This design comes from an exercise in tuning for a short achievable clock period and few clock cycles on the open sky130 flow, not from production work. The RTL was checked by simulation tests, not by an equivalence proof against the original design. Power figures rest on the tool's default switching activity, not on a simulated workload.

==> design.v <==
module core (
    input  logic CLK, RST_N,
    input  logic Empty, Full,
    input  logic [7:0] fifo_data_out,
    output logic RE_fifo, WE_fifo,
    output logic [7:0] fifo_data_in
);
    function automatic logic [31:0] rom(input logic [5:0] a);
        case (a)
            6'd0:  rom = 32'h3fc00493;
            6'd1:  rom = 32'h0004a183;
            6'd2:  rom = 32'h0004a203;
            6'd3:  rom = 32'h0004a283;
            6'd4:  rom = 32'h0004a303;
            6'd5:  rom = 32'h00821213;
            6'd6:  rom = 32'h004181b3;
            6'd7:  rom = 32'h01029293;
            6'd8:  rom = 32'h005181b3;
            6'd9:  rom = 32'h01831313;
            6'd10: rom = 32'h006181b3;
            6'd11: rom = 32'h00000413;
            6'd12: rom = 32'h0004a203;
            6'd13: rom = 32'h0004a283;
            6'd14: rom = 32'h0004a303;
            6'd15: rom = 32'h0004a383;
            6'd16: rom = 32'h00829293;
            6'd17: rom = 32'h00520233;
            6'd18: rom = 32'h01031313;
            6'd19: rom = 32'h00620233;
            6'd20: rom = 32'h01839393;
            6'd21: rom = 32'h00720233;
            6'd22: rom = 32'h10442023;
            6'd23: rom = 32'h00440413;
            6'd24: rom = 32'hfc8198e3;
            6'd25: rom = 32'h00000213;
            6'd26: rom = 32'h00000293;
            6'd27: rom = 32'h00000313;
            6'd28: rom = 32'h00000393;
            6'd29: rom = 32'h00000413;
            6'd30: rom = 32'h00000493;
            6'd31: rom = 32'h0840006f;
            default: rom = 32'h00000000;
        endcase
    endfunction
    logic [31:0] imem [0:63];    
    logic [31:0] dmem [0:31];    
    logic [31:0] rf   [1:31];    
    logic       lre_q;           
    logic       lgot_q;          
    logic [8:0] pcnt_q;          
    logic [8:0] rcnt_q;          
    logic [8:0] nlen_q;          
    logic       pdone;           
    logic       ldone;           
    logic       lpop;
    logic [8:0] pcnt_n;
    logic [9:0] lim;
    assign pdone  = ~lre_q;
    assign ldone  = ~lre_q & ~lgot_q;
    assign lpop   = lre_q & ~Empty;
    assign pcnt_n = pcnt_q + {8'd0, lpop};
    assign lim    = {1'b0, nlen_q} + 10'd4;
    always_ff @(posedge CLK or negedge RST_N) begin
        if (!RST_N) begin
            lre_q  <= 1'b1;
            lgot_q <= 1'b0;
            pcnt_q <= 9'd0;
            rcnt_q <= 9'd0;
            nlen_q <= 9'd0;
        end else begin
            lgot_q <= lpop;
            pcnt_q <= pcnt_n;
            if (lre_q)
                lre_q <= (pcnt_n < 9'd8) || ({1'b0, pcnt_n} < lim);
            if (lgot_q) begin
                rcnt_q <= rcnt_q + 9'd1;
                if (rcnt_q == 9'd0) nlen_q[7:0] <= fifo_data_out;
                if (rcnt_q == 9'd1) nlen_q[8]   <= fifo_data_out[0];
            end
        end
    end
    logic [6:0]  pc_q;           
    logic [31:0] iw;
    logic        fv;             
    assign iw = pc_q[6] ? imem[pc_q[5:0]] : rom(pc_q[5:0]);
    assign fv = ~pc_q[6] | ldone | ({2'b00, pc_q[5:0]} + 8'd1 < {1'b0, rcnt_q[8:2]});
    logic       f_jal, f_br, f_pred;
    logic [6:0] f_off, f_tgt, f_next;
    assign f_jal  = (iw[6:2] == 5'b11011);
    assign f_br   = (iw[6:2] == 5'b11000);
    assign f_pred = f_jal | (f_br & iw[31]);
    assign f_off  = f_jal ? iw[28:22] : {iw[28:25], iw[11:9]};
    assign f_tgt  = pc_q + f_off;
    assign f_next = f_pred ? f_tgt : pc_q + 7'd1;
    logic        id_v, id_pred;
    logic [31:0] id_ir;
    logic [6:0]  id_pc, id_tgt;
    logic [4:0] opc;
    logic [2:0] f3;
    logic [4:0] rs1, rs2, rd;
    assign opc = id_ir[6:2];
    assign f3  = id_ir[14:12];
    assign rs1 = id_ir[19:15];
    assign rs2 = id_ir[24:20];
    assign rd  = id_ir[11:7];
    logic d_lui, d_auipc, d_jal, d_jalr, d_br, d_ld, d_st, d_opi, d_op;
    assign d_lui   = (opc == 5'b01101);
    assign d_auipc = (opc == 5'b00101);
    assign d_jal   = (opc == 5'b11011);
    assign d_jalr  = (opc == 5'b11001);
    assign d_br    = (opc == 5'b11000);
    assign d_ld    = (opc == 5'b00000);
    assign d_st    = (opc == 5'b01000);
    assign d_opi   = (opc == 5'b00100);
    assign d_op    = (opc == 5'b01100);
    logic [31:0] imm_i, imm_s, imm_u;
    assign imm_i = {{21{id_ir[31]}}, id_ir[30:20]};
    assign imm_s = {{21{id_ir[31]}}, id_ir[30:25], id_ir[11:7]};
    assign imm_u = {id_ir[31:12], 12'd0};
    logic        ex_fwd;
    logic [4:0]  ex_rd;
    logic [31:0] ex_res;
    logic [31:0] r1, r2;
    always_comb begin
        r1 = (rs1 == 5'd0) ? 32'd0 : rf[rs1];
        r2 = (rs2 == 5'd0) ? 32'd0 : rf[rs2];
        if (ex_fwd && ex_rd == rs1) r1 = ex_res;
        if (ex_fwd && ex_rd == rs2) r2 = ex_res;
    end
    logic [9:0] maddr;
    assign maddr = r1[9:0] + (d_st ? imm_s[9:0] : imm_i[9:0]);
    logic c_sub;
    logic s_add, s_slt, s_sltu, s_sll, s_sr, s_xor, s_or, s_and;
    logic alu_rr;
    assign alu_rr = d_op | d_opi;
    always_comb begin
        s_add  = d_lui | d_auipc | (alu_rr & f3 == 3'b000);
        s_slt  = alu_rr & (f3 == 3'b010);
        s_sltu = alu_rr & (f3 == 3'b011);
        s_xor  = alu_rr & (f3 == 3'b100);
        s_or   = alu_rr & (f3 == 3'b110);
        s_and  = alu_rr & (f3 == 3'b111);
        s_sll  = alu_rr & (f3 == 3'b001);
        s_sr   = alu_rr & (f3 == 3'b101);
        c_sub  = d_br | s_slt | s_sltu | (d_op & f3 == 3'b000 & id_ir[30]);
    end
    logic [31:0] a_n, b_n;
    assign a_n = d_lui ? 32'd0 : d_auipc ? {23'd0, id_pc, 2'b00} : r1;
    assign b_n = (d_op | d_br) ? r2 :
                 (d_lui | d_auipc) ? imm_u :
                 d_st ? imm_s : imm_i;
    logic        ex_v, ex_wen, ex_br, ex_pred, ex_jalr, ex_ld, ex_st, ex_sub, ex_sra;
    logic        ex_add, ex_slt, ex_sltu, ex_sll, ex_sr, ex_xor, ex_or, ex_and, ex_link;
    logic        ex_uart, ex_dm, ex_im;
    logic [5:0]  ex_idx;
    logic [2:0]  ex_f3;
    logic [6:0]  ex_tgt;
    logic [7:0]  ex_pcn;
    logic [31:0] ex_a, ex_b, ex_sd;
    logic        cgot_q;         
    logic [31:0] bx, sum, sll_r, sr_r;
    logic [32:0] sum33;
    logic        eq, lts, ltu, cond, taken;
    assign bx    = ex_sub ? ~ex_b : ex_b;
    assign sum33 = {1'b0, ex_a} + {1'b0, bx} + {32'd0, ex_sub};
    assign sum   = sum33[31:0];
    assign ltu   = ~sum33[32];
    assign lts   = (ex_a[31] ^ ex_b[31]) ? ex_a[31] : sum[31];
    assign eq    = (ex_a == ex_b);
    assign sll_r = ex_a << ex_b[4:0];
    assign sr_r  = 32'($signed({ex_sra & ex_a[31], ex_a}) >>> ex_b[4:0]);
    assign cond  = ex_f3[2] ? (ex_f3[1] ? ltu : lts) : eq;
    assign taken = cond ^ ex_f3[0];
    logic [31:0] ld_val;
    assign ld_val = ex_uart ? {24'd0, fifo_data_out} : dmem[ex_idx[4:0]];
    always_comb begin
        ex_res = 32'd0;
        if (ex_add)  ex_res = ex_res | sum;
        if (ex_slt)  ex_res = ex_res | {31'd0, lts};
        if (ex_sltu) ex_res = ex_res | {31'd0, ltu};
        if (ex_sll)  ex_res = ex_res | sll_r;
        if (ex_sr)   ex_res = ex_res | sr_r;
        if (ex_xor)  ex_res = ex_res | (ex_a ^ ex_b);
        if (ex_or)   ex_res = ex_res | (ex_a | ex_b);
        if (ex_and)  ex_res = ex_res | (ex_a & ex_b);
        if (ex_link) ex_res = ex_res | {22'd0, ex_pcn, 2'b00};
        if (ex_ld)   ex_res = ex_res | ld_val;
    end
    localparam int QD = 8;
    logic [7:0] oq [0:QD-1];
    logic [3:0] oq_cnt;
    logic       oq_ne, oq_full, oq_pop, oq_push, wr_direct;
    logic u_rd, u_wr, ex_stall, adv, redirect;
    logic [6:0] rtgt;
    assign u_rd      = ex_v & ex_ld & ex_uart;
    assign u_wr      = ex_v & ex_st & ex_uart;
    assign oq_ne     = (oq_cnt != 4'd0);
    assign oq_full   = (oq_cnt == 4'(QD));
    assign oq_pop    = pdone & oq_ne & ~Full;
    assign wr_direct = u_wr & pdone & ~oq_ne & ~Full;
    assign oq_push   = u_wr & ~wr_direct & ~oq_full;
    assign ex_stall  = (u_rd & ~cgot_q) | (u_wr & oq_full) | (ex_v & ex_st & ex_im & ~ldone);
    assign adv       = ~ex_stall;
    assign ex_fwd    = ex_v & ex_wen;
    assign redirect  = ex_v & (ex_jalr | (ex_br & (taken ^ ex_pred)));
    assign rtgt      = ex_jalr ? sum[8:2] : taken ? ex_tgt : ex_pcn[6:0];
    assign RE_fifo      = lre_q | (u_rd & ~cgot_q & pdone & ~oq_ne);
    assign WE_fifo      = oq_pop | wr_direct;
    assign fifo_data_in = oq_ne ? oq[0] : ex_sd[7:0];
    always_ff @(posedge CLK or negedge RST_N) begin
        if (!RST_N) begin
            cgot_q <= 1'b0;
            oq_cnt <= 4'd0;
        end else begin
            cgot_q <= u_rd & ~cgot_q & pdone & ~oq_ne & ~Empty;
            oq_cnt <= oq_cnt + {3'd0, oq_push} - {3'd0, oq_pop};
        end
    end
    always_ff @(posedge CLK) begin
        for (int i = 0; i < QD; i++) begin
            if (oq_push && 4'(i) == oq_cnt - {3'd0, oq_pop})
                oq[i] <= ex_sd[7:0];
            else if (oq_pop && i < QD - 1)
                oq[i] <= oq[i + 1];
        end
    end
    always_ff @(posedge CLK or negedge RST_N) begin
        if (!RST_N) begin
            pc_q    <= 7'h40;
            id_v    <= 1'b0;
            id_pred <= 1'b0;
            id_ir   <= 32'd0;
            id_pc   <= 7'd0;
            id_tgt  <= 7'd0;
        end else if (adv) begin
            if (redirect) begin
                pc_q <= rtgt;
                id_v <= 1'b0;
            end else if (fv) begin
                pc_q <= f_next;
                id_v <= 1'b1;
            end else begin
                id_v <= 1'b0;
            end
            id_pred <= f_pred;
            id_ir   <= iw;
            id_pc   <= pc_q;
            id_tgt  <= f_tgt;
        end
    end
    always_ff @(posedge CLK or negedge RST_N) begin
        if (!RST_N) begin
            ex_v    <= 1'b0;
            ex_wen  <= 1'b0;
            ex_br   <= 1'b0;
            ex_pred <= 1'b0;
            ex_jalr <= 1'b0;
            ex_ld   <= 1'b0;
            ex_st   <= 1'b0;
            ex_sub  <= 1'b0;
            ex_sra  <= 1'b0;
            ex_add  <= 1'b0;
            ex_slt  <= 1'b0;
            ex_sltu <= 1'b0;
            ex_sll  <= 1'b0;
            ex_sr   <= 1'b0;
            ex_xor  <= 1'b0;
            ex_or   <= 1'b0;
            ex_and  <= 1'b0;
            ex_link <= 1'b0;
            ex_uart <= 1'b0;
            ex_dm   <= 1'b0;
            ex_im   <= 1'b0;
            ex_idx  <= 6'd0;
            ex_f3   <= 3'd0;
            ex_rd   <= 5'd0;
            ex_tgt  <= 7'd0;
            ex_pcn  <= 8'd0;
            ex_a    <= 32'd0;
            ex_b    <= 32'd0;
            ex_sd   <= 32'd0;
        end else if (adv) begin
            ex_v    <= id_v & ~redirect;
            ex_wen  <= (d_lui | d_auipc | d_jal | d_jalr | d_ld | d_opi | d_op) & (rd != 5'd0);
            ex_br   <= d_br;
            ex_pred <= id_pred;
            ex_jalr <= d_jalr;
            ex_ld   <= d_ld;
            ex_st   <= d_st;
            ex_sub  <= c_sub;
            ex_sra  <= id_ir[30];
            ex_add  <= s_add;
            ex_slt  <= s_slt;
            ex_sltu <= s_sltu;
            ex_sll  <= s_sll;
            ex_sr   <= s_sr;
            ex_xor  <= s_xor;
            ex_or   <= s_or;
            ex_and  <= s_and;
            ex_link <= d_jal | d_jalr;
            ex_uart <= (maddr[9:2] == 8'hff);
            ex_dm   <= maddr[9] & (maddr[9:2] != 8'hff);
            ex_im   <= (maddr[9:8] == 2'b01);
            ex_idx  <= maddr[7:2];
            ex_f3   <= f3;
            ex_rd   <= rd;
            ex_tgt  <= id_tgt;
            ex_pcn  <= {1'b0, id_pc} + 8'd1;
            ex_a    <= a_n;
            ex_b    <= b_n;
            ex_sd   <= r2;
        end
    end
    logic rf_we;
    assign rf_we = ex_fwd & adv;
    always_ff @(posedge CLK or negedge RST_N) begin
        if (!RST_N) begin
            for (int i = 1; i < 32; i++)
                rf[i] <= (i == 2) ? 32'd1016 : 32'd0;
        end else begin
            if (rf_we)
                rf[ex_rd] <= ex_res;
            if (lgot_q && rcnt_q[8:2] == 7'd0)
                rf[3][8*rcnt_q[1:0] +: 8] <= fifo_data_out;
        end
    end
    logic [5:0] lw_idx;
    assign lw_idx = rcnt_q[7:2] - 6'd1;
    always_ff @(posedge CLK) begin
        if (lgot_q && rcnt_q[8:2] != 7'd0)
            imem[lw_idx][8*rcnt_q[1:0] +: 8] <= fifo_data_out;
        else if (ex_v && ex_st && ex_im && ldone)
            imem[ex_idx] <= ex_sd;
    end
    always_ff @(posedge CLK) begin
        if (ex_v && ex_st && ex_dm)
            dmem[ex_idx[4:0]] <= ex_sd;
    end
endmodule
==> flow/run.sh <==
#!/bin/bash
# The standard layout, with timing repair asked to leave 8.5 ns of setup slack
# at the design's 14.5 ns clock, so that the layout is optimised for speed.
set -euo pipefail
export SETUP_SLACK_MARGIN=8.5
bash standard.sh > standard_make.log 2>&1
==> standard.sh <==
#!/bin/bash
# synth_recipe.tcl (not shown) runs the flow's synth.tcl, then flattens the netlist and writes it again
# the make line also repeats each setting of config.mk as NAME=value (left out here)
make -C /OpenROAD-flow-scripts/flow DESIGN_CONFIG=/design/flow/config.mk WORK_HOME=/design/flow/orfs CLKGATE_MAP_FILE= SYNTH_SCRIPT=/design/flow/synth_recipe.tcl "${@:-finish}"
==> config.mk <==
export PLATFORM = sky130hd
export DESIGN_NAME = core
export DESIGN_NICKNAME = core
export VERILOG_FILES = /design/flow/design.v
export SDC_FILE = /design/flow/constraint.sdc
export NUM_CORES = 4
export LEC_CHECK = 0
export ABC_CLOCK_PERIOD_IN_PS = 4000
export CAP_MARGIN = 20
export CORE_MARGIN = 2
export CORE_UTILIZATION = 40
export PLACE_DENSITY = 0.55
export SLEW_MARGIN = 20
==> constraint.sdc <==
create_clock -name core_clock -period 14.5 [get_ports {CLK}]
set_input_delay 2.9000 -clock core_clock [delete_from_list [all_inputs] [get_ports {CLK}]]
set_output_delay 2.9000 -clock core_clock [all_outputs]
set_load 0.01 [all_outputs]
==> results of run 1 <==
[power groups by stage]
stage	clock, W	sequential (W)	combinational (W)
floorplan	0	0.0161	0.0100
global placement	0	0.0168	0.0160
detailed placement	0	0.0168	0.0161
CTS	0.0115	0.0165	0.0163
global route	0.0120	0.0167	0.0176
finish	0.0114	0.0166	0.0168
[logic make-up after synthesis]
logic type | Yosys count | share of synthesized area
compound gates | 3438 | 0.123
buf+inv | 1151 | 0.0259
simple gates | 3017 | 0.0701
mux | 1196 | 0.105
fa+ha+maj | 164 | 0.0113
flops | 4233 | 0.659
xor+xnor | 115 | 0.00552
[state kept, by name (all words and copies together), names as in the netlist, 30 cells and up]
| name | cells |
|---|---|
| rf | 992 |
| oq | 64 |
| imem | 1920 |
| ex_b | 32 |
| id_ir | 30 |
| dmem | 1024 |
| ex_sd | 32 |
| ex_a | 32 |
[layer usage]
| layer | vias to the layer above | wire length, um | GRT usage |
|---|---|---|---|
| li1 | 51500 | - | - |
| met1 | 64500 | 269000 | 0.389 |
| met2 | 8168 | 302000 | 0.430 |
| met3 | 2137 | 74700 | 0.0757 |
| met4 | 26 | 38900 | 0.137 |
| met5 | - | 275 | 0.00146 |
[repair_timing]
| action | in CTS | in global routing |
|---|---|---|
| resized for setup | 45 | 44 |
| pin swaps | 6 | 5 |
| cloned | 1 | 2 |
| setup buffers | 10 | 21 |
| setup endpoints to repair | 320 | 15 |
[cells in the final DEF (no fill, tap or decap), types with 59 or more instances in the layout]
| master | count |
|---|---|
| nor3_1 | 159 |
| dfrtp_1 | 1186 |
| xor2_1 | 59 |
| clkbuf_16 | 441 |
| nor2_1 | 1293 |
| mux4_2 | 576 |
| o21ai_0 | 488 |
| nand4_1 | 140 |
| clkinv_1 | 82 |
| clkbuf_1 | 101 |
| nand3_1 | 155 |
| mux2i_1 | 511 |
| mux2_2 | 105 |
| a21oi_1 | 1128 |
| nand2_1 | 855 |
| a22oi_1 | 665 |
| a222oi_1 | 59 |
| edfxtp_1 | 3008 |
| nor2_4 | 113 |
| o22ai_1 | 168 |
| inv_1 | 108 |
| o221ai_1 | 234 |
| a22o_1 | 142 |
| clkinv_2 | 76 |
| ha_1 | 160 |
| buf_4 | 389 |
| a221oi_1 | 172 |
[critical path, delay by kind of cell]
family / cells / cell delay, ns
buffers and inverters: 2 / 0.23
AO/OA/AOI/OAI: 1 / 0.17
AND/OR/NAND/NOR: 1 / 0.08
[how the worst min path moves through the flow]
stage | to | slack (ns) | cells past startpoint
after floorplan | ex_pred$_DFFE_PN0N_ | 0.44 | 2
after global placement | ex_tgt[0]$_DFFE_PN0N_ | 0.45 | 2
after detailed placement | ex_tgt[1]$_DFFE_PN0N_ | 0.46 | 2
after CTS | rcnt_q[8]$_DFFE_PN0P_ | 0.48 | 1
after global routing | ex_wen$_DFFE_PN0N_ | 0.51 | 2
final | ex_tgt[1]$_DFFE_PN0N_ | 0.47 | 2
[layout make-up]
cell class	instances	area [um^2]	share of cell area
sequential	4233	121000	0.584
clock buffer	571	11800	0.0568
inverter	119	468	0.00226
tap	6125	7660	0.0369
timing repair buffer	464	4080	0.0197
multi-input combinational	7930	59800	0.288
antenna	20	50.0	0.000241
clock inverter	236	2520	0.0122
[through the flow]
step           power (W)  setup slack (ns)  instance area (um^2)  hold WS (ns)   util
4_1_cts           0.0443              8.19                207000         0.477  0.453
2_1_floorplan     0.0261              8.06                184000         0.439      -
5_1_grt           0.0463              8.19                207000         0.508  0.454
3_3_place_gp      0.0328              7.43                192000         0.454  0.421
3_5_place_dp      0.0329              7.40                192000         0.459  0.421
6_report          0.0449              8.22                207000         0.474  0.454
==> run_summary.xml, run 1 <==
<?xml version="1.0" encoding="UTF-8"?>
<metrics>
  <group name="synthesis">
    <metric name="netlist_top_cells_area" unit="">edfxtp_1, dfrtp_1, mux4_2</metric>
    <metric name="synth_commonest_cells" unit="">edfxtp_1, nor2_1, dfrtp_1</metric>
    <metric name="synth_cell_type_count" unit="">103</metric>
    <metric name="mappedNetlistArea" unit="mm^2">0.184</metric>
    <metric name="postSynthCellCount" unit="">13300</metric>
    <metric name="synth.most_common_cell" unit="">edfxtp_1</metric>
    <metric name="synth_ff_type" unit="">edfxtp_1</metric>
    <metric name="synth-async-reset-ratio" unit="">0.289</metric>
    <metric name="ys_ff_latch" unit="">4233</metric>
    <metric name="synth_sequential_area_ratio" unit="">0.659</metric>
    <metric name="postSynthNetCount" unit="">13500</metric>
    <metric name="synth_edf_count" unit="">3008</metric>
    <metric name="synth_area_per_cell" unit="um^2">13.8</metric>
    <metric name="yosys_warnings" unit="">3</metric>
    <metric name="synthDominantCellAreaShare" unit="">0.492</metric>
    <metric name="synth_area_leader_cell" unit="">edfxtp_1</metric>
  </group>
  <group name="pwr">
    <metric name="total_leakage_power" unit="nW">70.5</metric>
    <metric name="reported_net_switching_power" unit="W">0.0181</metric>
    <metric name="seq_power_share" unit="">0.370</metric>
    <metric name="maximum_vdd_ir_drop" unit="V">0.000174</metric>
    <metric name="powerDensity" unit="mW/mm^2">216</metric>
    <metric name="power.internal" unit="W">0.0268</metric>
    <metric name="comb_power_share" unit="">0.375</metric>
    <metric name="clkPwrFrac" unit="">0.255</metric>
    <metric name="power.switching_fraction" unit="">0.403</metric>
  </group>
  <group name="place">
    <metric name="numPortBuffers" unit="">21</metric>
    <metric name="placed_instances" unit="">18800</metric>
    <metric name="dp.final_hpwl" unit="mm">408</metric>
    <metric name="gp_congestion" unit="">0.976</metric>
  </group>
  <group name="floorplanning">
    <metric name="placement_rows" unit="">248</metric>
    <metric name="ios" unit="">22</metric>
    <metric name="start_util" unit="">0.402</metric>
    <metric name="core_area" unit="mm^2">0.457</metric>
    <metric name="dieWidth" unit="um">682</metric>
    <metric name="fp.dieH" unit="um">682</metric>
    <metric name="design.die.area" unit="mm^2">0.465</metric>
  </group>
  <group name="route">
    <metric name="routed-via-count" unit="">126000</metric>
    <metric name="route.detailed.wl_per_inst" unit="um">34.7</metric>
    <metric name="drc" unit="">0</metric>
    <metric name="antenna_violating_nets_post_route" unit="">0</metric>
    <metric name="totalWireLength" unit="mm">684</metric>
    <metric name="routed_via_density" unit="">6.41</metric>
    <metric name="dr.pass1.iters" unit="">10</metric>
    <metric name="detail_route.iter0.violations" unit="">20200</metric>
  </group>
  <group name="sta">
    <metric name="timing.final.crit_share" unit="">0.433</metric>
    <metric name="max_freq" unit="GHz">0.159</metric>
    <metric name="hold_viol" unit="">0</metric>
    <metric name="final-max-slew-violation-count" unit="">0</metric>
    <metric name="fin_crit" unit="ns">6.28</metric>
    <metric name="worstMarginPinSlew" unit="ns">1.31</metric>
    <metric name="max_slew_margin" unit="">0.118</metric>
    <metric name="finClkSkew" unit="ns">0.101</metric>
    <metric name="fin_setup_tns" unit="ns">0</metric>
    <metric name="finalSetupViolCount" unit="">0</metric>
    <metric name="grt_setup_unrepaired" unit="">yes</metric>
  </group>
  <group name="global_route">
    <metric name="grt_pass1_wl" unit="mm">952</metric>
    <metric name="global_route.usage.total" unit="">0.287</metric>
    <metric name="grt_overflow" unit="">0</metric>
    <metric name="number_of_global_route_vias_before_repair" unit="">121000</metric>
    <metric name="largest_net_degree_at_the_start_of_global_routing" unit="">180</metric>
    <metric name="grt_antenna_before_repair" unit="">31</metric>
  </group>
  <group name="min_path">
    <metric name="worst_hold_startpoint" unit="">id_tgt[1]$_DFFE_PN0N_</metric>
    <metric name="path_type_of_the_worst_min_delay_path" unit="">flop to flop</metric>
  </group>
  <group name="clocking">
    <metric name="clkLatencyLatePin" unit="ns">1.06</metric>
    <metric name="cts.clk_slew.worst_paths" unit="ns">0.06</metric>
    <metric name="tritoncts.num_buffers" unit="">434</metric>
    <metric name="clock_tree.buffer_depth" unit="">4</metric>
    <metric name="clock_sinks" unit="">4233</metric>
    <metric name="cts_hold_buf" unit="">0</metric>
    <metric name="cts-root-buf" unit="">clkbuf_16</metric>
    <metric name="htree_levels" unit="">5</metric>
    <metric name="clock_tree_from_tritoncts" unit="">done</metric>
  </group>
  <group name="cells_and_area">
    <metric name="fin_nets" unit="">13400</metric>
    <metric name="flow.area_growth_from_synthesis" unit="%">12.9</metric>
    <metric name="layout-drive-gt1-share" unit="">0.153</metric>
    <metric name="fillerInstances" unit="">40800</metric>
    <metric name="finalNonFillerCells" unit="">19700</metric>
  </group>
  <group name="critical_path">
    <metric name="criticalPathCategory" unit="">input port to primary output</metric>
    <metric name="cp_slowest_stage_delay" unit="ns">0.17</metric>
    <metric name="crit_chain" unit="">buf_6 &gt; nor2_4 &gt; a21boi_4 &gt; buf_2</metric>
    <metric name="crit_start" unit="">Full</metric>
    <metric name="timing.critical_path.required" unit="ns">11.60</metric>
    <metric name="critical_path.max_fanout" unit="">2</metric>
    <metric name="r2r-start" unit="">pc_q[2]$_DFFE_PN0P_</metric>
    <metric name="worst_setup_path_end" unit="">WE_fifo</metric>
    <metric name="reg_to_reg_slack_setup" unit="ns">8.51</metric>
    <metric name="cp-end-kind" unit="">primary output</metric>
    <metric name="rr_worst_depth" unit="">18</metric>
    <metric name="r2r_end" unit="">pc_q[6]$_DFFE_PN1P_</metric>
    <metric name="worst_path_max_delay_cell" unit="">a21boi_4</metric>
    <metric name="timing.critical_path.arrival" unit="ns">3.38</metric>
    <metric name="setup.worst_path.start_class" unit="">input port</metric>
  </group>
  <group name="flow_run">
    <metric name="max-cap-violations" unit="">0</metric>
  </group>
  <group name="outcome">
    <metric name="status" unit="">no timing/DRC/antenna violations</metric>
  </group>
</metrics>
Testbench counts, summed over its fixed seeds: cycles 35,944.
==> run 2, diff against run 1 <==
--- a/design.v
+++ b/design.v
@@ -53,5 +53,5 @@
     logic       pdone;           
     logic       ldone;           
-    logic       lpop;
+    logic       lpop, lre_n;
     logic [8:0] pcnt_n;
     logic [9:0] lim;
@@ -71,6 +71,5 @@
             lgot_q <= lpop;
             pcnt_q <= pcnt_n;
-            if (lre_q)
-                lre_q <= (pcnt_n < 9'd8) || ({1'b0, pcnt_n} < lim);
+            lre_q  <= lre_n;
             if (lgot_q) begin
                 rcnt_q <= rcnt_q + 9'd1;
@@ -205,23 +204,49 @@
     assign redirect  = ex_v & (ex_jalr | (ex_br & (taken ^ ex_pred)));
     assign rtgt      = ex_jalr ? sum[8:2] : taken ? ex_tgt : ex_pcn[6:0];
-    assign RE_fifo      = lre_q | (u_rd & ~cgot_q & pdone & ~oq_ne);
-    assign WE_fifo      = oq_pop | wr_direct;
-    assign fifo_data_in = oq_ne ? oq[0] : ex_sd[7:0];
+    logic       re_q, we_q;
+    logic [7:0] dout_q;
+    assign RE_fifo      = re_q;
+    assign WE_fifo      = we_q & ~Full;
+    assign fifo_data_in = dout_q;
+    logic       cgot_n, ex_v_n, ex_st_n, ex_ld_n, ex_uart_n;
+    logic [7:0] ex_sd7_n;
+    logic [3:0] oq_cnt_n;
+    logic [7:0] oq_n [0:QD-1];
+    assign lre_n     = lre_q & ((pcnt_n < 9'd8) || ({1'b0, pcnt_n} < lim));
+    assign cgot_n    = u_rd & ~cgot_q & pdone & ~oq_ne & ~Empty;
+    assign oq_cnt_n  = oq_cnt + {3'd0, oq_push} - {3'd0, oq_pop};
+    assign ex_v_n    = adv ? (id_v & ~redirect) : ex_v;
+    assign ex_st_n   = adv ? d_st : ex_st;
+    assign ex_ld_n   = adv ? d_ld : ex_ld;
+    assign ex_uart_n = adv ? (maddr[9:2] == 8'hff) : ex_uart;
+    assign ex_sd7_n  = adv ? r2[7:0] : ex_sd[7:0];
+    always_comb begin
+        for (int i = 0; i < QD; i++) begin
+            if (oq_push && 4'(i) == oq_cnt - {3'd0, oq_pop})
+                oq_n[i] = ex_sd[7:0];
+            else if (oq_pop && i < QD - 1)
+                oq_n[i] = oq[i + 1];
+            else
+                oq_n[i] = oq[i];
+        end
+    end
     always_ff @(posedge CLK or negedge RST_N) begin
         if (!RST_N) begin
             cgot_q <= 1'b0;
             oq_cnt <= 4'd0;
+            re_q   <= 1'b1;
+            we_q   <= 1'b0;
+            dout_q <= 8'd0;
         end else begin
-            cgot_q <= u_rd & ~cgot_q & pdone & ~oq_ne & ~Empty;
-            oq_cnt <= oq_cnt + {3'd0, oq_push} - {3'd0, oq_pop};
+            cgot_q <= cgot_n;
+            oq_cnt <= oq_cnt_n;
+            re_q   <= lre_n | (ex_v_n & ex_ld_n & ex_uart_n & ~cgot_n & ~lre_n & (oq_cnt_n == 4'd0));
+            we_q   <= ~lre_n & ((oq_cnt_n != 4'd0) | (ex_v_n & ex_st_n & ex_uart_n));
+            dout_q <= (oq_cnt_n != 4'd0) ? oq_n[0] : ex_sd7_n;
         end
     end
     always_ff @(posedge CLK) begin
-        for (int i = 0; i < QD; i++) begin
-            if (oq_push && 4'(i) == oq_cnt - {3'd0, oq_pop})
-                oq[i] <= ex_sd[7:0];
-            else if (oq_pop && i < QD - 1)
-                oq[i] <= oq[i + 1];
-        end
+        for (int i = 0; i < QD; i++)
+            oq[i] <= oq_n[i];
     end
     always_ff @(posedge CLK or negedge RST_N) begin
==> flow/run.sh (replaced) <==
#!/bin/bash
# The standard layout, with timing repair asked to leave 8.5 ns of setup slack
# at the design's 14.5 ns clock, so that the layout is optimised for speed,
# and with Full and WE_fifo placed next to each other.
set -euo pipefail
export SETUP_SLACK_MARGIN=8.5
export IO_CONSTRAINTS="$PWD/flow/io.tcl"
bash standard.sh > standard_make.log 2>&1
==> flow/io.tcl (new file) <==
# Keep Full and WE_fifo side by side: WE_fifo is Full gated by one register,
# and this input-to-output path sets the clock period.
set_io_pin_constraint -group -order -pin_names {Full WE_fifo}
==> run_summary.xml, run 2 <==
<?xml version="1.0" encoding="UTF-8"?>
<metrics>
  <group name="synthesis">
    <metric name="synth_ff_type" unit="">edfxtp_1</metric>
    <metric name="synth_area_leader_cell" unit="">edfxtp_1</metric>
    <metric name="synth_commonest_cells" unit="">edfxtp_1, nand2_1, dfrtp_1</metric>
    <metric name="synth_edf_count" unit="">3000</metric>
    <metric name="netlist_top_cells_area" unit="">edfxtp_1, dfrtp_1, mux4_2</metric>
    <metric name="ys_ff_latch" unit="">4243</metric>
    <metric name="mappedNetlistArea" unit="mm^2">0.185</metric>
    <metric name="synth_sequential_area_ratio" unit="">0.657</metric>
    <metric name="synth.most_common_cell" unit="">edfxtp_1</metric>
    <metric name="synthDominantCellAreaShare" unit="">0.488</metric>
    <metric name="yosys_warnings" unit="">4</metric>
    <metric name="synth-async-reset-ratio" unit="">0.291</metric>
    <metric name="synth_area_per_cell" unit="um^2">13.7</metric>
    <metric name="postSynthNetCount" unit="">13700</metric>
    <metric name="synth_cell_type_count" unit="">99</metric>
    <metric name="postSynthCellCount" unit="">13500</metric>
  </group>
  <group name="sta">
    <metric name="worstMarginPinSlew" unit="ns">1.26</metric>
    <metric name="max_freq" unit="GHz">0.163</metric>
    <metric name="finalSetupViolCount" unit="">0</metric>
    <metric name="grt_setup_unrepaired" unit="">yes</metric>
    <metric name="hold_viol" unit="">0</metric>
    <metric name="timing.final.crit_share" unit="">0.423</metric>
    <metric name="max_slew_margin" unit="">0.155</metric>
    <metric name="fin_setup_tns" unit="ns">0</metric>
    <metric name="final-max-slew-violation-count" unit="">0</metric>
    <metric name="fin_crit" unit="ns">6.13</metric>
    <metric name="finClkSkew" unit="ns">0.130</metric>
    <metric name="fin_ws" unit="ns">8.37</metric>
  </group>
  <group name="route">
    <metric name="highest-signal-layer" unit="">met5</metric>
    <metric name="routed-via-count" unit="">128000</metric>
    <metric name="totalWireLength" unit="mm">689</metric>
    <metric name="routed_wl_met2" unit="mm">297</metric>
    <metric name="antenna_violating_nets_post_route" unit="">0</metric>
    <metric name="drc" unit="">0</metric>
    <metric name="met3_wirelength" unit="mm">75.7</metric>
    <metric name="routed_via_density" unit="">6.40</metric>
    <metric name="detail_route.iter0.violations" unit="">19800</metric>
    <metric name="route.detailed.wl_per_inst" unit="um">34.6</metric>
    <metric name="dr.pass1.iters" unit="">12</metric>
    <metric name="wl_met1" unit="mm">274</metric>
  </group>
  <group name="clocking">
    <metric name="tritoncts.num_buffers" unit="">435</metric>
    <metric name="clock_tree.buffer_depth" unit="">4</metric>
    <metric name="clkLatencyLatePin" unit="ns">1.09</metric>
    <metric name="clock_tree_from_tritoncts" unit="">done</metric>
    <metric name="cts_hold_buf" unit="">0</metric>
    <metric name="clock_sinks" unit="">4243</metric>
    <metric name="cts-root-buf" unit="">clkbuf_16</metric>
    <metric name="htree_levels" unit="">5</metric>
    <metric name="cts.clk_slew.worst_paths" unit="ns">0.06</metric>
  </group>
  <group name="pwr">
    <metric name="total_leakage_power" unit="nW">70.9</metric>
    <metric name="powerDensity" unit="mW/mm^2">212</metric>
    <metric name="maximum_vdd_ir_drop" unit="V">0.000196</metric>
  </group>
  <group name="floorplanning">
    <metric name="design.die.area" unit="mm^2">0.467</metric>
    <metric name="core_area" unit="mm^2">0.460</metric>
    <metric name="start_util" unit="">0.402</metric>
    <metric name="placement_rows" unit="">249</metric>
    <metric name="fp.dieH" unit="um">683</metric>
    <metric name="dieWidth" unit="um">683</metric>
    <metric name="ios" unit="">22</metric>
  </group>
  <group name="place">
    <metric name="placement.setup.worst_slack" unit="ns">6.32</metric>
    <metric name="dp.final_hpwl" unit="mm">409</metric>
    <metric name="placed_instances" unit="">19000</metric>
    <metric name="numPortBuffers" unit="">21</metric>
    <metric name="gp_congestion" unit="">0.986</metric>
  </group>
  <group name="critical_path">
    <metric name="critical_path.max_fanout" unit="">2</metric>
    <metric name="criticalPathCategory" unit="">input port to primary output</metric>
    <metric name="cp-end-kind" unit="">primary output</metric>
    <metric name="rr_worst_depth" unit="">19</metric>
    <metric name="reg_to_reg_slack_setup" unit="ns">8.51</metric>
    <metric name="timing.critical_path.arrival" unit="ns">3.23</metric>
    <metric name="setup.worst_path.start_class" unit="">input port</metric>
    <metric name="r2r_end" unit="">we_q$_DFF_PN0_</metric>
    <metric name="timing.critical_path.required" unit="ns">11.60</metric>
    <metric name="r2r-start" unit="">id_ir[18]$_DFFE_PN0N_</metric>
  </group>
  <group name="min_path">
    <metric name="worstHoldPathCells" unit="">2</metric>
    <metric name="hold_path_end" unit="">ex_tgt[6]$_DFFE_PN0N_</metric>
    <metric name="path_type_of_the_worst_min_delay_path" unit="">flop to flop</metric>
    <metric name="worst_hold_startpoint" unit="">id_tgt[6]$_DFFE_PN0N_</metric>
  </group>
  <group name="cells_and_area">
    <metric name="layout_commonest_cell" unit="">edfxtp_1</metric>
    <metric name="register_name_with_the_most_flops" unit="">imem</metric>
    <metric name="fillerInstances" unit="">40600</metric>
    <metric name="finalNonFillerCells" unit="">19900</metric>
    <metric name="flow.area_growth_from_synthesis" unit="%">13.2</metric>
    <metric name="layout-drive-gt1-share" unit="">0.154</metric>
    <metric name="layout.cells.most_common_list" unit="">edfxtp_1, nand2_1, dfrtp_1</metric>
    <metric name="largest_reg_flops" unit="">1920</metric>
    <metric name="fin_nets" unit="">13600</metric>
  </group>
  <group name="global_route">
    <metric name="grt_antenna_before_repair" unit="">28</metric>
    <metric name="number_of_global_route_vias_before_repair" unit="">122000</metric>
    <metric name="grt_pass1_wl" unit="mm">960</metric>
    <metric name="largest_net_degree_at_the_start_of_global_routing" unit="">166</metric>
    <metric name="global_route.usage.total" unit="">0.287</metric>
    <metric name="grt_overflow" unit="">0</metric>
  </group>
  <group name="flow_run">
    <metric name="max-cap-violations" unit="">0</metric>
  </group>
  <group name="outcome">
    <metric name="status" unit="">no timing/DRC/antenna violations</metric>
  </group>
</metrics>
==> run 2: through the flow <==
stage          hold WS [ns]  instance area [um^2]  power [W]   util
5_1_grt               0.478                209000     0.0458  0.454
4_1_cts               0.457                208000     0.0438  0.453
2_1_floorplan         0.439                185000     0.0254      -
6_report              0.458                209000     0.0443  0.454
3_3_place_gp          0.448                193000     0.0320  0.420
3_5_place_dp          0.450                193000     0.0320  0.420
==> run 2: area by class of cell <==
class | instances | area [um^2] | area share
diodes | 18 | 45.0 | 0.000216
clock buffers | 580 | 12000 | 0.0574
clock inverters | 232 | 2510 | 0.0120
inverters | 134 | 517 | 0.00247
multi-input cells | 8082 | 60400 | 0.289
flip-flops and latches | 4243 | 121000 | 0.581
well taps | 6149 | 7690 | 0.0368
repair buffers | 488 | 4430 | 0.0212
==> run 2: how the worst max path moves through the flow <==
| stage | startpoint | end | depth (start not counted) |
|---|---|---|---|
| 6_report | Full | WE_fifo | 3 |
| 4_1_cts | Full | WE_fifo | 3 |
| 3_3_place_gp | fifo_data_out[4] | we_q$_DFF_PN0_ | 18 |
| 2_1_floorplan | fifo_data_out[4] | imem[0][28]$_DFFE_PP_ | 2 |
| 3_5_place_dp | fifo_data_out[4] | we_q$_DFF_PN0_ | 18 |
| 5_1_grt | Full | WE_fifo | 3 |
==> run 2: logic make-up after synthesis <==
| logic type | count (synthesis) | synth area share |
|---|---|---|
| xor+xnor | 106 | 0.00507 |
| fa+ha+maj | 164 | 0.0112 |
| compound gates | 3488 | 0.123 |
| buf+inv | 1191 | 0.0269 |
| mux | 1230 | 0.106 |
| simple gates | 3092 | 0.0713 |
| flops | 4243 | 0.657 |
==> run 2: worst max-delay path: stages <==
cell and delay [ns]:
buf_12 0.10, nor2b_1 0.09, buf_2 0.14
==> run 2: power by group <==
| group | total (W) | switching (W) | internal, W |
|---|---|---|---|
| registers | 0.0165 | 0.00173 | 0.0147 |
| logic | 0.0163 | 0.0111 | 0.00523 |
| clock network | 0.0115 | 0.00495 | 0.00657 |
| total | 0.0443 | 0.0178 | 0.0265 |
==> run 2: layer usage <==
metal,up-vias,GRT usage
li1,52100,-
met1,65100,0.394
met2,8249,0.422
met3,2093,0.0743
met4,22,0.145
met5,-,0.000510
==> run 2: what timing repair did <==
item | CTS | global route
endpoints found under the setup margin | 425 | 24
resized for setup | 88 | 57
cloned | 5 | 4
endpoints found under the hold margin | 0 | 0
pin swaps | 1 | 5
buffers inserted | 18 | 22
Testbench counts of run 2, summed over its fixed seeds: cycles 35,944.
==> run 3, diff against run 2 <==
--- a/design.v
+++ b/design.v
@@ -144,4 +144,12 @@
         c_sub  = d_br | s_slt | s_sltu | (d_op & f3 == 3'b000 & id_ir[30]);
     end
+    logic       hz, p_v;
+    logic [4:0] p_rd;
+    assign p_v  = pend_v | u_rd;
+    assign p_rd = pend_v ? pend_rd : ex_rd;
+    assign hz   = id_v & p_v & (p_rd != 5'd0) &
+                  ((~(d_lui | d_auipc | d_jal) & rs1 == p_rd) |
+                   ((d_op | d_st | d_br) & rs2 == p_rd) |
+                   ((d_lui | d_auipc | d_jal | d_jalr | d_ld | d_opi | d_op) & rd == p_rd));
     logic [31:0] a_n, b_n;
     assign a_n = d_lui ? 32'd0 : d_auipc ? {23'd0, id_pc, 2'b00} : r1;
@@ -158,4 +166,6 @@
     logic [31:0] ex_a, ex_b, ex_sd;
     logic        cgot_q;         
+    logic        pend_v;         
+    logic [4:0]  pend_rd;        
     logic [31:0] bx, sum, sll_r, sr_r;
     logic [32:0] sum33;
@@ -172,5 +182,5 @@
     assign taken = cond ^ ex_f3[0];
     logic [31:0] ld_val;
-    assign ld_val = ex_uart ? {24'd0, fifo_data_out} : dmem[ex_idx[4:0]];
+    assign ld_val = dmem[ex_idx[4:0]];
     always_comb begin
         ex_res = 32'd0;
@@ -197,9 +207,9 @@
     assign oq_full   = (oq_cnt == 4'(QD));
     assign oq_pop    = pdone & oq_ne & ~Full;
-    assign wr_direct = u_wr & pdone & ~oq_ne & ~Full;
-    assign oq_push   = u_wr & ~wr_direct & ~oq_full;
-    assign ex_stall  = (u_rd & ~cgot_q) | (u_wr & oq_full) | (ex_v & ex_st & ex_im & ~ldone);
+    assign wr_direct = u_wr & ~pend_v & pdone & ~oq_ne & ~Full;
+    assign oq_push   = u_wr & ~pend_v & ~wr_direct & ~oq_full;
+    assign ex_stall  = (u_rd & pend_v) | (u_wr & (pend_v | oq_full)) | (ex_v & ex_st & ex_im & ~ldone);
     assign adv       = ~ex_stall;
-    assign ex_fwd    = ex_v & ex_wen;
+    assign ex_fwd    = ex_v & ex_wen & ~(ex_ld & ex_uart);
     assign redirect  = ex_v & (ex_jalr | (ex_br & (taken ^ ex_pred)));
     assign rtgt      = ex_jalr ? sum[8:2] : taken ? ex_tgt : ex_pcn[6:0];
@@ -209,12 +219,13 @@
     assign WE_fifo      = we_q & ~Full;
     assign fifo_data_in = dout_q;
-    logic       cgot_n, ex_v_n, ex_st_n, ex_ld_n, ex_uart_n;
+    logic       cgot_n, pend_v_n, ex_v_n, ex_st_n, ex_ld_n, ex_uart_n;
     logic [7:0] ex_sd7_n;
     logic [3:0] oq_cnt_n;
     logic [7:0] oq_n [0:QD-1];
     assign lre_n     = lre_q & ((pcnt_n < 9'd8) || ({1'b0, pcnt_n} < lim));
-    assign cgot_n    = u_rd & ~cgot_q & pdone & ~oq_ne & ~Empty;
+    assign cgot_n    = re_q & ~lre_q & ~Empty;
+    assign pend_v_n  = (pend_v & ~cgot_q) | (u_rd & ~pend_v);
     assign oq_cnt_n  = oq_cnt + {3'd0, oq_push} - {3'd0, oq_pop};
-    assign ex_v_n    = adv ? (id_v & ~redirect) : ex_v;
+    assign ex_v_n    = adv ? (id_v & ~redirect & ~hz) : ex_v;
     assign ex_st_n   = adv ? d_st : ex_st;
     assign ex_ld_n   = adv ? d_ld : ex_ld;
@@ -234,4 +245,6 @@
         if (!RST_N) begin
             cgot_q <= 1'b0;
+            pend_v <= 1'b0;
+            pend_rd <= 5'd0;
             oq_cnt <= 4'd0;
             re_q   <= 1'b1;
@@ -240,7 +253,9 @@
         end else begin
             cgot_q <= cgot_n;
+            pend_v <= pend_v_n;
+            if (u_rd & ~pend_v) pend_rd <= ex_rd;
             oq_cnt <= oq_cnt_n;
-            re_q   <= lre_n | (ex_v_n & ex_ld_n & ex_uart_n & ~cgot_n & ~lre_n & (oq_cnt_n == 4'd0));
-            we_q   <= ~lre_n & ((oq_cnt_n != 4'd0) | (ex_v_n & ex_st_n & ex_uart_n));
+            re_q   <= lre_n | ((pend_v_n | (ex_v_n & ex_ld_n & ex_uart_n)) & ~cgot_n & ~lre_n & (oq_cnt_n == 4'd0));
+            we_q   <= ~lre_n & ((oq_cnt_n != 4'd0) | (ex_v_n & ex_st_n & ex_uart_n & ~pend_v_n));
             dout_q <= (oq_cnt_n != 4'd0) ? oq_n[0] : ex_sd7_n;
         end
@@ -262,14 +277,12 @@
                 pc_q <= rtgt;
                 id_v <= 1'b0;
-            end else if (fv) begin
-                pc_q <= f_next;
-                id_v <= 1'b1;
-            end else begin
-                id_v <= 1'b0;
+            end else if (!hz) begin
+                pc_q    <= fv ? f_next : pc_q;
+                id_v    <= fv;
+                id_pred <= f_pred;
+                id_ir   <= iw;
+                id_pc   <= pc_q;
+                id_tgt  <= f_tgt;
             end
-            id_pred <= f_pred;
-            id_ir   <= iw;
-            id_pc   <= pc_q;
-            id_tgt  <= f_tgt;
         end
     end
@@ -306,5 +319,5 @@
             ex_sd   <= 32'd0;
         end else if (adv) begin
-            ex_v    <= id_v & ~redirect;
+            ex_v    <= id_v & ~redirect & ~hz;
             ex_wen  <= (d_lui | d_auipc | d_jal | d_jalr | d_ld | d_opi | d_op) & (rd != 5'd0);
             ex_br   <= d_br;
@@ -346,4 +359,6 @@
             if (rf_we)
                 rf[ex_rd] <= ex_res;
+            if (cgot_q && pend_rd != 5'd0)
+                rf[pend_rd] <= {24'd0, fifo_data_out};
             if (lgot_q && rcnt_q[8:2] == 7'd0)
                 rf[3][8*rcnt_q[1:0] +: 8] <= fifo_data_out;
==> run_summary.xml, run 3 <==
<?xml version="1.0" encoding="UTF-8"?>
<metrics>
  <group name="synthesis">
    <metric name="synth_sequential_area_ratio" unit="">0.641</metric>
    <metric name="ys_ff_latch" unit="">4249</metric>
    <metric name="synthDominantCellAreaShare" unit="">0.476</metric>
    <metric name="postSynthNetCount" unit="">14100</metric>
    <metric name="synth-async-reset-ratio" unit="">0.292</metric>
    <metric name="mappedNetlistArea" unit="mm^2">0.189</metric>
    <metric name="synth_ff_type" unit="">edfxtp_1</metric>
    <metric name="synth_edf_count" unit="">3000</metric>
    <metric name="postSynthCellCount" unit="">13900</metric>
    <metric name="synth.most_common_cell" unit="">edfxtp_1</metric>
    <metric name="yosys_warnings" unit="">4</metric>
    <metric name="netlist_top_cells_area" unit="">edfxtp_1, dfrtp_1, mux4_2</metric>
    <metric name="synth_area_per_cell" unit="um^2">13.6</metric>
    <metric name="synth_area_leader_cell" unit="">edfxtp_1</metric>
    <metric name="synth_commonest_cells" unit="">edfxtp_1, nor2_1, dfrtp_1</metric>
    <metric name="synth_cell_type_count" unit="">97</metric>
  </group>
  <group name="global_route">
    <metric name="number_of_global_route_vias_before_repair" unit="">128000</metric>
    <metric name="largest_net_degree_at_the_start_of_global_routing" unit="">161</metric>
    <metric name="grt_antenna_before_repair" unit="">37</metric>
    <metric name="grt_overflow" unit="">0</metric>
    <metric name="global_route.usage.total" unit="">0.303</metric>
    <metric name="grt_pass1_wl" unit="mm">1030</metric>
  </group>
  <group name="sta">
    <metric name="hold_viol" unit="">0</metric>
    <metric name="worst_hold_slack" unit="ns">0.480</metric>
    <metric name="max_freq" unit="GHz">0.164</metric>
    <metric name="worstMarginPinSlew" unit="ns">1.37</metric>
    <metric name="fin_crit" unit="ns">6.10</metric>
    <metric name="fin_setup_tns" unit="ns">0</metric>
    <metric name="max_slew_margin" unit="">0.0813</metric>
    <metric name="final-max-slew-violation-count" unit="">0</metric>
    <metric name="finClkSkew" unit="ns">0.136</metric>
    <metric name="timing.final.crit_share" unit="">0.421</metric>
    <metric name="finalSetupViolCount" unit="">0</metric>
    <metric name="fin_ws" unit="ns">8.40</metric>
    <metric name="grt_setup_unrepaired" unit="">yes</metric>
  </group>
  <group name="critical_path">
    <metric name="criticalPathCategory" unit="">input port to primary output</metric>
    <metric name="critical_path.max_fanout" unit="">2</metric>
    <metric name="worst_path_max_delay_cell" unit="">buf_12</metric>
    <metric name="critical_path.top_delay_family" unit="">buffers and inverters</metric>
    <metric name="timing.critical_path.required" unit="ns">11.60</metric>
    <metric name="setup.worst_path.start_class" unit="">input port</metric>
    <metric name="cp_slowest_stage_delay" unit="ns">0.10</metric>
    <metric name="cp-end-kind" unit="">primary output</metric>
    <metric name="crit_chain" unit="">buf_12 &gt; nor2b_4 &gt; buf_6</metric>
    <metric name="critical_path.n_buffers_inverters" unit="">2</metric>
    <metric name="timing.critical_path.arrival" unit="ns">3.20</metric>
  </group>
  <group name="cells_and_area">
    <metric name="fin_nets" unit="">13900</metric>
    <metric name="layout_commonest_cell" unit="">edfxtp_1</metric>
    <metric name="flow.area_growth_from_synthesis" unit="%">13.1</metric>
    <metric name="fillerInstances" unit="">41900</metric>
    <metric name="layout.cells.most_common_list" unit="">edfxtp_1, nor2_1, dfrtp_1</metric>
    <metric name="register_name_with_the_most_flops" unit="">imem</metric>
    <metric name="largest_reg_flops" unit="">1920</metric>
    <metric name="final_cell_area" unit="mm^2">0.214</metric>
    <metric name="layout-drive-gt1-share" unit="">0.161</metric>
  </group>
  <group name="clocking">
    <metric name="clkLatencyLatePin" unit="ns">1.08</metric>
    <metric name="tritoncts.num_buffers" unit="">449</metric>
    <metric name="clock_tree.buffer_depth" unit="">4</metric>
    <metric name="cts.clk_slew.worst_paths" unit="ns">0.06</metric>
    <metric name="htree_levels" unit="">5</metric>
    <metric name="cts_hold_buf" unit="">0</metric>
    <metric name="clock_sinks" unit="">4249</metric>
    <metric name="cts-root-buf" unit="">clkbuf_16</metric>
    <metric name="clock_tree_from_tritoncts" unit="">done</metric>
  </group>
  <group name="route">
    <metric name="detail_route.iter0.violations" unit="">23900</metric>
    <metric name="totalWireLength" unit="mm">747</metric>
    <metric name="routed-via-count" unit="">135000</metric>
    <metric name="drc" unit="">0</metric>
    <metric name="antenna_violating_nets_post_route" unit="">0</metric>
    <metric name="routed_via_density" unit="">6.65</metric>
    <metric name="route.detailed.wl_per_inst" unit="um">36.7</metric>
    <metric name="dr.pass1.iters" unit="">13</metric>
  </group>
  <group name="place">
    <metric name="dpl-instance-area" unit="mm^2">0.198</metric>
    <metric name="numPortBuffers" unit="">21</metric>
    <metric name="placement.setup.worst_slack" unit="ns">6.81</metric>
    <metric name="dp.final_hpwl" unit="mm">428</metric>
    <metric name="gp_congestion" unit="">0.984</metric>
  </group>
  <group name="floorplanning">
    <metric name="start_util" unit="">0.402</metric>
    <metric name="placement_rows" unit="">252</metric>
    <metric name="fp.dieH" unit="um">692</metric>
    <metric name="design.die.area" unit="mm^2">0.478</metric>
    <metric name="core_area" unit="mm^2">0.471</metric>
    <metric name="ios" unit="">22</metric>
    <metric name="dieWidth" unit="um">692</metric>
  </group>
  <group name="flow_run">
    <metric name="max-cap-violations" unit="">0</metric>
  </group>
  <group name="min_path">
    <metric name="path_type_of_the_worst_min_delay_path" unit="">flop to flop</metric>
  </group>
  <group name="pwr">
    <metric name="total_leakage_power" unit="nW">72.7</metric>
    <metric name="maximum_vdd_ir_drop" unit="V">0.000172</metric>
    <metric name="powerDensity" unit="mW/mm^2">211</metric>
  </group>
  <group name="outcome">
    <metric name="status" unit="">no timing/DRC/antenna violations</metric>
  </group>
</metrics>
## run 3: changes by cell type in the layout (fill, tap and decap cells not counted), moves of 78 or more
cell      before   now
a21oi_1      871   504
a211oi_1      37   645
mux4_2       559   647
nor3_1       124   212
nor2_1       983  1441
a22oi_1      603   500
nand2_1     1242  1005
a221oi_1     169   247
o21ai_0      825   593
## run 3: final timing paths
path                                             from                     to  slack, ns  depth (start not counted)
worst min-delay path            ex_tgt[3]$_DFFE_PN0N_  ex_tgt[3]$_DFFE_PN0N_       0.48                          2
worst max register to register  id_ir[17]$_DFFE_PN0P_      ex_dm$_DFFE_PN0N_       8.43                         19
max in group asynchronous                       RST_N    rf[22][4]$_DFF_PN0_       9.56                          4
min in group asynchronous                       RST_N   ex_b[17]$_DFFE_PN0N_       1.92                          1
worst max-delay path                             Full                WE_fifo       8.40                          3
worst min register to register  ex_tgt[3]$_DFFE_PN0N_  ex_tgt[3]$_DFFE_PN0N_       0.48                          2
## run 3: area by class of cell
type / instances / area, um^2 / area share
Timing Repair Buffer: 481 / 4340 / 0.0203
Multi-Input combinational cell: 8418 / 64900 / 0.303
Antenna cell: 37 / 92.6 / 0.000433
Tap cell: 6223 / 7790 / 0.0364
Clock inverter: 244 / 2590 / 0.0121
Inverter: 125 / 479 / 0.00224
Clock buffer: 586 / 12400 / 0.0578
Sequential cell: 4249 / 121000 / 0.567
## run 3: logic make-up (layout without fill, tap and decap cells)
logic type / count (synthesis) / in the layout / synth area share
multiplexers: 1297 / 1297 / 0.112
buffers and inverters: 1285 / 1436 / 0.0274
adder cells (fa/ha/maj): 161 / 161 / 0.0108
XOR/XNOR: 131 / 131 / 0.00610
other: 0 / 37 / 0
AO/OA/AOI/OAI: 3406 / 3406 / 0.126
flip-flops: 4249 / 4249 / 0.641
AND/OR/NAND/NOR: 3420 / 3423 / 0.0765
## run 3: report_power, final
group          switching [W]  internal, W
Sequential           0.00186       0.0148
Combinational         0.0112      0.00548
Clock                0.00503      0.00676
## run 3: routing by layer
layer	vias up	wire length, um	global-route usage
met1	69000	292000	0.414
met5	-	273	0.00890
met3	2660	92900	0.101
met4	24	49400	0.156
met2	9886	313000	0.429
li1	53900	-	-
## run 3: repair_timing
item | CTS | global route
endpoints found under the hold margin | 0 | 0
buffers inserted | 7 | 10
resized for setup | 46 | 45
pin swaps | 0 | 4
cloned | 5 | 4
endpoints found under the setup margin | 47 | 56
## run 3: worst min-delay path, delay by kind of cell (launching register included)
kind	cells	cell delay [ns]
DFF	1	0.35
and+or+nand+nor	2	0.10
## run 3: through the flow
step	total power, W	cells	util
final	0.0451	20400	0.454
after detailed placement	0.0326	19500	0.420
after floorplan	0.0258	13900	-
after global placement	0.0324	19500	0.420
after global routing	0.0464	20300	0.454
after CTS	0.0444	20300	0.453
Testbench counts of run 3, summed over its fixed seeds: cycles 35,627.
==> run 4, diff against run 3 <==
--- a/design.v
+++ b/design.v
@@ -199,5 +199,6 @@
     logic [7:0] oq [0:QD-1];
     logic [3:0] oq_cnt;
-    logic       oq_ne, oq_full, oq_pop, oq_push, wr_direct;
+    logic       oq_ne, oq_full, oq_pop, oq_push, wr_direct, oq_blk;
+    logic [3:0] pre_cnt;
     logic u_rd, u_wr, ex_stall, adv, redirect;
     logic [6:0] rtgt;
@@ -206,8 +207,9 @@
     assign oq_ne     = (oq_cnt != 4'd0);
     assign oq_full   = (oq_cnt == 4'(QD));
-    assign oq_pop    = pdone & oq_ne & ~Full;
+    assign oq_blk    = pend_v & ~cgot_q & (pre_cnt == 4'd0);
+    assign oq_pop    = pdone & oq_ne & ~oq_blk & ~Full;
     assign wr_direct = u_wr & ~pend_v & pdone & ~oq_ne & ~Full;
-    assign oq_push   = u_wr & ~pend_v & ~wr_direct & ~oq_full;
-    assign ex_stall  = (u_rd & pend_v) | (u_wr & (pend_v | oq_full)) | (ex_v & ex_st & ex_im & ~ldone);
+    assign oq_push   = u_wr & ~wr_direct & ~oq_full;
+    assign ex_stall  = (u_rd & pend_v) | (u_wr & oq_full) | (ex_v & ex_st & ex_im & ~ldone);
     assign adv       = ~ex_stall;
     assign ex_fwd    = ex_v & ex_wen & ~(ex_ld & ex_uart);
@@ -219,11 +221,14 @@
     assign WE_fifo      = we_q & ~Full;
     assign fifo_data_in = dout_q;
-    logic       cgot_n, pend_v_n, ex_v_n, ex_st_n, ex_ld_n, ex_uart_n;
+    logic       cgot_n, pend_v_n, oq_blk_n, ex_v_n, ex_st_n, ex_ld_n, ex_uart_n;
     logic [7:0] ex_sd7_n;
-    logic [3:0] oq_cnt_n;
+    logic [3:0] oq_cnt_n, pre_cnt_n;
     logic [7:0] oq_n [0:QD-1];
     assign lre_n     = lre_q & ((pcnt_n < 9'd8) || ({1'b0, pcnt_n} < lim));
     assign cgot_n    = re_q & ~lre_q & ~Empty;
     assign pend_v_n  = (pend_v & ~cgot_q) | (u_rd & ~pend_v);
+    assign pre_cnt_n = (u_rd & ~pend_v) ? oq_cnt - {3'd0, oq_pop} :
+                       (pre_cnt != 4'd0) ? pre_cnt - {3'd0, oq_pop} : pre_cnt;
+    assign oq_blk_n  = pend_v_n & ~cgot_n & (pre_cnt_n == 4'd0);
     assign oq_cnt_n  = oq_cnt + {3'd0, oq_push} - {3'd0, oq_pop};
     assign ex_v_n    = adv ? (id_v & ~redirect & ~hz) : ex_v;
@@ -246,4 +251,5 @@
             cgot_q <= 1'b0;
             pend_v <= 1'b0;
+            pre_cnt <= 4'd0;
             pend_rd <= 5'd0;
             oq_cnt <= 4'd0;
@@ -254,8 +260,10 @@
             cgot_q <= cgot_n;
             pend_v <= pend_v_n;
+            pre_cnt <= pre_cnt_n;
             if (u_rd & ~pend_v) pend_rd <= ex_rd;
             oq_cnt <= oq_cnt_n;
-            re_q   <= lre_n | ((pend_v_n | (ex_v_n & ex_ld_n & ex_uart_n)) & ~cgot_n & ~lre_n & (oq_cnt_n == 4'd0));
-            we_q   <= ~lre_n & ((oq_cnt_n != 4'd0) | (ex_v_n & ex_st_n & ex_uart_n & ~pend_v_n));
+            re_q   <= lre_n | (((pend_v_n & (pre_cnt_n == 4'd0)) | (ex_v_n & ex_ld_n & ex_uart_n & (oq_cnt_n == 4'd0)))
+                               & ~cgot_n & ~lre_n);
+            we_q   <= ~lre_n & (((oq_cnt_n != 4'd0) & ~oq_blk_n) | (ex_v_n & ex_st_n & ex_uart_n & ~pend_v_n));
             dout_q <= (oq_cnt_n != 4'd0) ? oq_n[0] : ex_sd7_n;
         end
==> run_summary.xml, run 4 <==
<?xml version="1.0" encoding="UTF-8"?>
<metrics>
  <group name="clocking">
    <metric name="cts-root-buf" unit="">clkbuf_16</metric>
    <metric name="tritoncts.num_buffers" unit="">448</metric>
    <metric name="clock_tree.buffer_depth" unit="">4</metric>
    <metric name="cts.clk_slew.worst_paths" unit="ns">0.06</metric>
    <metric name="cts_hold_buf" unit="">0</metric>
    <metric name="clock_sinks" unit="">4253</metric>
    <metric name="htree_levels" unit="">5</metric>
    <metric name="clkLatencyLatePin" unit="ns">1.13</metric>
    <metric name="clock_tree_from_tritoncts" unit="">done</metric>
  </group>
  <group name="route">
    <metric name="routed_via_density" unit="">6.69</metric>
    <metric name="totalWireLength" unit="mm">757</metric>
    <metric name="dr.pass1.iters" unit="">14</metric>
    <metric name="antenna_violating_nets_post_route" unit="">0</metric>
    <metric name="routed-via-count" unit="">136000</metric>
    <metric name="detail_route.iter0.violations" unit="">23400</metric>
    <metric name="route.detailed.wl_per_inst" unit="um">37.2</metric>
    <metric name="drc" unit="">0</metric>
  </group>
  <group name="synthesis">
    <metric name="synth_edf_count" unit="">3000</metric>
    <metric name="synth-async-reset-ratio" unit="">0.293</metric>
    <metric name="synth_area_per_cell" unit="um^2">13.6</metric>
    <metric name="synthSimpleGateAreaFrac" unit="">0.0739</metric>
    <metric name="yosys_warnings" unit="">4</metric>
    <metric name="post_synth_fa_ha_maj_area_fraction" unit="">0.0109</metric>
    <metric name="ys_ff_latch" unit="">4253</metric>
    <metric name="netlist_top_cells_area" unit="">edfxtp_1, dfrtp_1, mux4_2</metric>
    <metric name="mappedNetlistArea" unit="mm^2">0.189</metric>
    <metric name="synth_sequential_area_ratio" unit="">0.642</metric>
    <metric name="synth.most_common_cell" unit="">edfxtp_1</metric>
    <metric name="synth_ff_type" unit="">edfxtp_1</metric>
    <metric name="postSynthNetCount" unit="">14100</metric>
    <metric name="synth_cell_type_count" unit="">95</metric>
    <metric name="synth_top_family_by_area" unit="">compound AO/OA/AOI/OAI gates</metric>
    <metric name="post_synthesis_xor_xnor_area_fraction" unit="">0.00599</metric>
    <metric name="synth_commonest_cells" unit="">edfxtp_1, nor2_1, dfrtp_1</metric>
    <metric name="synth_area_leader_cell" unit="">edfxtp_1</metric>
    <metric name="mux_contribution_to_synthesized_area" unit="">0.113</metric>
    <metric name="synth_compound_gate_area_share" unit="">0.127</metric>
    <metric name="synthDominantCellAreaShare" unit="">0.476</metric>
    <metric name="postSynthCellCount" unit="">13900</metric>
  </group>
  <group name="floorplanning">
    <metric name="fp.dieH" unit="um">692</metric>
    <metric name="ios" unit="">22</metric>
    <metric name="placement_rows" unit="">252</metric>
    <metric name="core_area" unit="mm^2">0.471</metric>
    <metric name="start_util" unit="">0.402</metric>
    <metric name="dieWidth" unit="um">692</metric>
    <metric name="design.die.area" unit="mm^2">0.479</metric>
  </group>
  <group name="cells_and_area">
    <metric name="layout_commonest_cell" unit="">edfxtp_1</metric>
    <metric name="fin_nets" unit="">13900</metric>
    <metric name="largest_reg_flops" unit="">1920</metric>
    <metric name="final_cell_area" unit="mm^2">0.214</metric>
    <metric name="flow.area_growth_from_synthesis" unit="%">13.1</metric>
    <metric name="layout-drive-gt1-share" unit="">0.161</metric>
    <metric name="layout.cells.most_common_list" unit="">edfxtp_1, nor2_1, dfrtp_1</metric>
    <metric name="register_name_with_the_most_flops" unit="">imem</metric>
  </group>
  <group name="critical_path">
    <metric name="cp-end-kind" unit="">flop</metric>
    <metric name="crit_start" unit="">ex_v$_DFF_PN0_</metric>
    <metric name="r2r-start" unit="">ex_v$_DFF_PN0_</metric>
    <metric name="worst_setup_path_end" unit="">imem[13][16]$_DFFE_PP_</metric>
    <metric name="rr_worst_depth" unit="">8</metric>
    <metric name="r2r_end" unit="">imem[13][16]$_DFFE_PP_</metric>
    <metric name="reg_to_reg_slack_setup" unit="ns">8.36</metric>
    <metric name="timing.critical_path.arrival" unit="ns">6.77</metric>
    <metric name="critical_path.max_fanout" unit="">35</metric>
    <metric name="timing.critical_path.required" unit="ns">15.14</metric>
    <metric name="criticalPathCategory" unit="">flop to flop</metric>
    <metric name="setup.worst_path.start_class" unit="">flop</metric>
  </group>
  <group name="min_path">
    <metric name="path_type_of_the_worst_min_delay_path" unit="">flop to flop</metric>
  </group>
  <group name="pwr">
    <metric name="total_leakage_power" unit="nW">70.6</metric>
    <metric name="powerDensity" unit="mW/mm^2">212</metric>
    <metric name="maximum_vdd_ir_drop" unit="V">0.000156</metric>
  </group>
  <group name="global_route">
    <metric name="global_route.usage.total" unit="">0.306</metric>
    <metric name="largest_net_degree_at_the_start_of_global_routing" unit="">162</metric>
    <metric name="grt_overflow" unit="">0</metric>
    <metric name="number_of_global_route_vias_before_repair" unit="">128000</metric>
    <metric name="grt_pass1_wl" unit="mm">1040</metric>
    <metric name="grt_antenna_before_repair" unit="">61</metric>
  </group>
  <group name="place">
    <metric name="dpl-instance-area" unit="mm^2">0.198</metric>
    <metric name="gp_congestion" unit="">1.01</metric>
    <metric name="dp.final_hpwl" unit="mm">445</metric>
    <metric name="numPortBuffers" unit="">21</metric>
  </group>
  <group name="flow_run">
    <metric name="max-cap-violations" unit="">0</metric>
  </group>
  <group name="sta">
    <metric name="worstMarginPinSlew" unit="ns">1.35</metric>
    <metric name="fin_setup_tns" unit="ns">0</metric>
    <metric name="hold_viol" unit="">0</metric>
    <metric name="grt_setup_unrepaired" unit="">yes</metric>
    <metric name="fin_crit" unit="ns">6.14</metric>
    <metric name="finalSetupViolCount" unit="">0</metric>
    <metric name="finClkSkew" unit="ns">0.148</metric>
    <metric name="max_freq" unit="GHz">0.163</metric>
    <metric name="final-max-slew-violation-count" unit="">0</metric>
    <metric name="max_slew_margin" unit="">0.0947</metric>
    <metric name="timing.final.crit_share" unit="">0.423</metric>
  </group>
  <group name="outcome">
    <metric name="status" unit="">no timing/DRC/antenna violations</metric>
  </group>
</metrics>
## run 4: cell count changes after synthesis, moves of 23 or more
cell	delta
buf_2	+47
mux4_2	-31
nor2_1	+105
clkbuf_1	-38
or3_1	+27
mux2_2	-35
mux2i_1	+114
o21ai_1	+23
o21ai_0	-83
nor3_1	+77
a21oi_1	+34
nand2_1	-309
a211oi_1	-35
nand4_1	-31
## run 4: metal layers
metal | GRT usage | part of all wire | routed length, um
met2 | 0.448 | 0.43 | 324000
met3 | 0.108 | 0.12 | 93000
met5 | 0.0135 | 0.0015 | 1150
met1 | 0.394 | 0.38 | 284000
met4 | 0.173 | 0.072 | 54300
## run 4: timing repair
item,CTS,global route
cloned,3,5
gates resized for setup,71,84
pin swaps,1,6
buffers inserted,13,15
setup endpoints to repair,117,130
## run 4: worst min path at each step
| stage | slack [ns] | depth (start not counted) | startpoint | endpoint |
|---|---|---|---|---|
| final | 0.47 | 2 | ex_tgt[3]$_DFFE_PN0N_ | ex_tgt[3]$_DFFE_PN0N_ |
| after global routing | 0.49 | 1 | rcnt_q[8]$_DFFE_PN0P_ | rcnt_q[8]$_DFFE_PN0P_ |
| after CTS | 0.47 | 2 | ex_tgt[4]$_DFFE_PN0N_ | ex_tgt[4]$_DFFE_PN0N_ |
| after detailed placement | 0.46 | 2 | ex_tgt[4]$_DFFE_PN0N_ | ex_tgt[4]$_DFFE_PN0N_ |
| after global placement | 0.45 | 2 | ex_tgt[4]$_DFFE_PN0N_ | ex_tgt[4]$_DFFE_PN0N_ |
| after floorplan | 0.44 | 2 | ex_tgt[0]$_DFFE_PN0N_ | ex_tgt[0]$_DFFE_PN0N_ |
## run 4: area by class of cell
| class | instances | area [um^2] |
|---|---|---|
| tap | 6223 | 7790 |
| clock inverter | 216 | 2280 |
| sequential | 4253 | 121000 |
| multi-input combinational | 8330 | 64900 |
| inverter | 128 | 492 |
| clock buffer | 600 | 12300 |
| fill | 41900 | 257000 |
| antenna | 49 | 123 |
| timing repair buffer | 524 | 4760 |
## run 4: where the power goes
group          internal, W  total [W]  switching [W]
clock              0.00651     0.0116        0.00505
combinational      0.00558     0.0171         0.0115
sequential          0.0149     0.0167        0.00189
total               0.0269     0.0454         0.0185
## run 4: cell families after synthesis
group / after synthesis
AOI/OAI and AO/OA: 3412
xor gates and xnor gates: 127
adders and majority gates: 163
buffers and inverters: 1296
DFF: 4253
muxes: 1354
and+or+nand+nor: 3274
## run 4: stage by stage
stage | hold slack (ns) | power (W) | instances | util | setup WS (ns)
after global routing | 0.489 | 0.0467 | 20300 | 0.454 | 8.39
after detailed placement | 0.458 | 0.0335 | 19400 | 0.421 | 7.23
after global placement | 0.454 | 0.0334 | 19400 | 0.421 | 7.04
after CTS | 0.469 | 0.0446 | 20300 | 0.453 | 8.37
after floorplan | 0.438 | 0.0259 | 13900 | - | 7.84
final | 0.474 | 0.0454 | 20300 | 0.454 | 8.36
## run 4: critical path, stage by stage, from the launching register on
cell	delay [ns]
dfrtp_1	0.92
nand3_1	0.32
nor3_2	0.88
buf_4	0.59
nand3b_1	0.23
o21ai_0	0.16
nor2b_1	0.81
nand2_1	0.85
nor2_1	0.90
Testbench counts of run 4, summed over its fixed seeds: cycles 35,171.
